This is an optimization exercise on Yosys and OpenROAD, whose aim is small area, a short achievable clock period and few clock cycles per item, not a production implementation. At most, simulation tests tie the RTL to the original design; equivalence was not proved. No activity file was given, so power comes from the tool's default toggle rates.

Setup of v6:
==> module matrix_multiplier_v2, before the edit <==
module matrix_multiplier_v2
# (
    parameter ADDR_WIDTH = 17,
    parameter DATA_WIDTH = 32
)
(
    input clk,
    input rst,
    input start,
    input [DATA_WIDTH - 1 : 0] x_data,
    input [DATA_WIDTH - 1 : 0] y_data,
    input [ADDR_WIDTH - 1 : 0] x_rows,
    input [ADDR_WIDTH - 1 : 0] y_cols,
    input [ADDR_WIDTH - 1 : 0] x_cols_y_rows,
    output reg [ADDR_WIDTH - 1 : 0] x_addr,
    output reg [ADDR_WIDTH - 1 : 0] y_addr,
    output reg [ADDR_WIDTH - 1 : 0] z_addr,
    output reg [DATA_WIDTH - 1 : 0] z_data,
    output reg z_wen,
    output reg busy
);
localparam AW = ADDR_WIDTH;
localparam DW = DATA_WIDTH;
localparam MW = 167;
localparam ND = 16;
reg          act;        
reg          kz;         
reg          k1, c1;     
reg          fst;        
reg          lk, lc, lr; 
reg [AW-1:0] kcnt;       
reg [AW-1:0] cm1;        
reg [AW-1:0] rcnt;       
reg [AW-1:0] col;        
reg [AW-1:0] rowbase;    
wire [AW-1:0] col_inc = col + 1'b1;
wire [AW-1:0] x_inc   = x_addr + 1'b1;
always @(posedge clk) begin
    if (rst)
        act <= 1'b0;
    else if (start)
        act <= (x_rows != 0) && (y_cols != 0);
    else if (lk && lc && lr)
        act <= 1'b0;
end
always @(posedge clk) begin
    if (start) begin
        kz      <= (x_cols_y_rows == 0);
        k1      <= (x_cols_y_rows == 1);
        c1      <= (y_cols == 1);
        lk      <= (x_cols_y_rows == 0) || (x_cols_y_rows == 1);
        lc      <= (y_cols == 1);
        lr      <= (x_rows == 1);
        kcnt    <= x_cols_y_rows;
        cm1     <= y_cols - 1'b1;
        rcnt    <= x_rows;
        col     <= {AW{1'b0}};
        rowbase <= {AW{1'b0}};
        x_addr  <= {AW{1'b0}};
        y_addr  <= {AW{1'b0}};
        fst     <= 1'b1;
    end else begin
        fst <= lk;
        if (!lk) begin
            kcnt   <= kcnt - 1'b1;
            lk     <= (kcnt == 2);
            x_addr <= x_inc;
            y_addr <= y_addr + cm1 + 1'b1;
        end else begin
            kcnt <= x_cols_y_rows;
            lk   <= kz | k1;
            if (!lc) begin
                lc     <= (col_inc == cm1);
                col    <= col_inc;
                y_addr <= col_inc;
                x_addr <= rowbase;
            end else begin
                lc      <= c1;
                col     <= {AW{1'b0}};
                y_addr  <= {AW{1'b0}};
                rcnt    <= rcnt - 1'b1;
                lr      <= (rcnt == 2);
                rowbase <= x_inc;
                x_addr  <= x_inc;
            end
        end
    end
end
reg v1, f1, l1;                      
reg v2, f2, l2;                      
reg [DW-1:0] a_r;
reg [ND-1:0] one_r, two_r, neg_r;    
reg v3, f3, l3;                      
reg [MW-1:0] mid_r;
reg v4, l4;                          
reg [DW-1:0] acc_s, acc_c;
wire [MW-1:0] mid;
wire [DW-1:0] nxt_s, nxt_c;
mul_pp_tree mul_pp_tree
(
    .A(a_r),
    .ONE(one_r),
    .TWO(two_r),
    .NEG(neg_r),
    .MID(mid)
);
mac_tree mac_tree
(
    .MID(mid_r),
    .ACC(f3 ? {DW{1'b0}} : acc_s),
    .ACC2(f3 ? {DW{1'b0}} : acc_c),
    .S(nxt_s),
    .C(nxt_c)
);
always @(posedge clk) begin
    if (rst) begin
        v1 <= 1'b0; v2 <= 1'b0; v3 <= 1'b0; v4 <= 1'b0;
        z_wen <= 1'b0;
        busy  <= 1'b0;
    end else begin
        v1 <= act;
        v2 <= v1;
        v3 <= v2;
        v4 <= v3;
        z_wen <= v4 & l4;
        busy  <= (start & (x_rows != 0) & (y_cols != 0)) | act | v1 | v2 | v3 | v4;
    end
end
wire [DW:0] yb = {y_data, 1'b0};
integer i;
always @(posedge clk) begin
    for (i = 0; i < ND; i = i + 1) begin
        one_r[i] <= yb[2*i+1] ^ yb[2*i];
        two_r[i] <= (yb[2*i+2] ^ yb[2*i+1]) & ~(yb[2*i+1] ^ yb[2*i]);
        neg_r[i] <= yb[2*i+2] & ~(yb[2*i+1] & yb[2*i]);
    end
end
always @(posedge clk) begin
    f1 <= fst;    l1 <= lk;
    f2 <= f1;     l2 <= l1;
    f3 <= f2;     l3 <= l2;
    l4 <= l3;
    a_r <= kz ? {DW{1'b0}} : x_data;
    mid_r <= mid;
    acc_s <= nxt_s;
    acc_c <= nxt_c;
    z_data <= acc_s + acc_c;
end
always @(posedge clk) begin
    if (start)
        z_addr <= {AW{1'b0}};
    else if (z_wen)
        z_addr <= z_addr + 1'b1;
end
endmodule
Settings: LEC_CHECK=0, CAP_MARGIN=20, CORE_MARGIN=2, CORE_UTILIZATION=75, CTS_CLUSTER_DIAMETER=100, CTS_CLUSTER_SIZE=20, SLEW_MARGIN=20, SYNTH_HIERARCHICAL=1, SYNTH_MINIMUM_KEEP_SIZE=0; clock period 8.5 ns.
standard.sh (not shown) runs the stock make flow with config.mk's settings and CLKGATE_MAP_FILE= SYNTH_SCRIPT=/design/flow/synth_recipe.tcl, a recipe that flattens the netlist after the stock synthesis.
==> flow/flow/run.sh <==
#!/bin/bash
# The standard layout, with the ports buffered by a plain buffer
# instead of the delay cell buffer_ports picks by default.
set -euo pipefail
bash standard.sh "BUFFER_PORTS_ARGS=-buffer_cell sky130_fd_sc_hd__buf_1" SETUP_SLACK_MARGIN=5.65 finish > standard.log 2>&1
Testbench counts of v6, summed over its fixed seeds: cycles 9,759, items 95.
The inputs of v7 differ from those of v6 as listed below.
diff --git a/flow/design.v b/flow/design.v
--- a/flow/design.v
+++ b/flow/design.v
@@ -921,9 +921,8 @@
 localparam ND = 16;
 reg          act;        
 reg          kz;         
 reg          k1, c1;     
-reg          fst;        
 reg          lk, lc, lr; 
 reg [AW-1:0] kcnt;       
 reg [AW-1:0] cm1;        
 reg [AW-1:0] rcnt;       
@@ -953,11 +952,9 @@
         col     <= {AW{1'b0}};
         rowbase <= {AW{1'b0}};
         x_addr  <= {AW{1'b0}};
         y_addr  <= {AW{1'b0}};
-        fst     <= 1'b1;
     end else begin
-        fst <= lk;
         if (!lk) begin
             kcnt   <= kcnt - 1'b1;
             lk     <= (kcnt == 2);
             x_addr <= x_inc;
@@ -981,16 +978,17 @@
             end
         end
     end
 end
-reg v1, f1, l1;                      
-reg v2, f2, l2;                      
+reg v1, l1;                          
+reg v2, l2;                          
 reg [DW-1:0] a_r;
 reg [ND-1:0] one_r, two_r, neg_r;    
-reg v3, f3, l3;                      
+reg v3, l3;                          
 reg [MW-1:0] mid_r;
 reg v4, l4;                          
 reg [DW-1:0] acc_s, acc_c;
+wire f3 = l4 | ~v4;
 wire [MW-1:0] mid;
 wire [DW-1:0] nxt_s, nxt_c;
 mul_pp_tree mul_pp_tree
 (
@@ -1031,11 +1029,11 @@
         neg_r[i] <= yb[2*i+2] & ~(yb[2*i+1] & yb[2*i]);
     end
 end
 always @(posedge clk) begin
-    f1 <= fst;    l1 <= lk;
-    f2 <= f1;     l2 <= l1;
-    f3 <= f2;     l3 <= l2;
+    l1 <= lk;
+    l2 <= l1;
+    l3 <= l2;
     l4 <= l3;
     a_r <= kz ? {DW{1'b0}} : x_data;
     mid_r <= mid;
     acc_s <= nxt_s;
Findings:
Net switching fraction of the power: v6 and v7 compared, higher one is v6. Going from v6 to v7, width of the die shows no meaningful change; overall die area about even; cell area shows no meaningful change; flip-flop and latch area shrank by 0.86%.
Only the layout flow was run in v7; the RTL was not checked for function there.

[port drivers added, routing unchanged]
How much do the figures lean on ideal ports? The routed layouts below were timed once more, with nothing changed but the port constraints. Step 1, drivers: a clkbuf_16 drives clk and a buf_2 each remaining input, both assumed. Step 2 moves the port delays by t, midway between the first and last clock arrival at a register: inputs arrive t later, outputs are due t later. That takes back most of the time a late clock gives input paths. Three values: ideal, step 1, step 2; two values: the first two.
run	t (ns)	setup slack, ns	pins driven straight from the clock port
v6	0.651	5.663 / 5.615 / 5.075	1
v7	0.659	5.448 / 5.472 / 4.813	1
After both steps every run listed still meets setup and hold. The setup slack of v7, which loses most, moves by +0.024 ns with the drivers and by -0.635 ns with both steps.
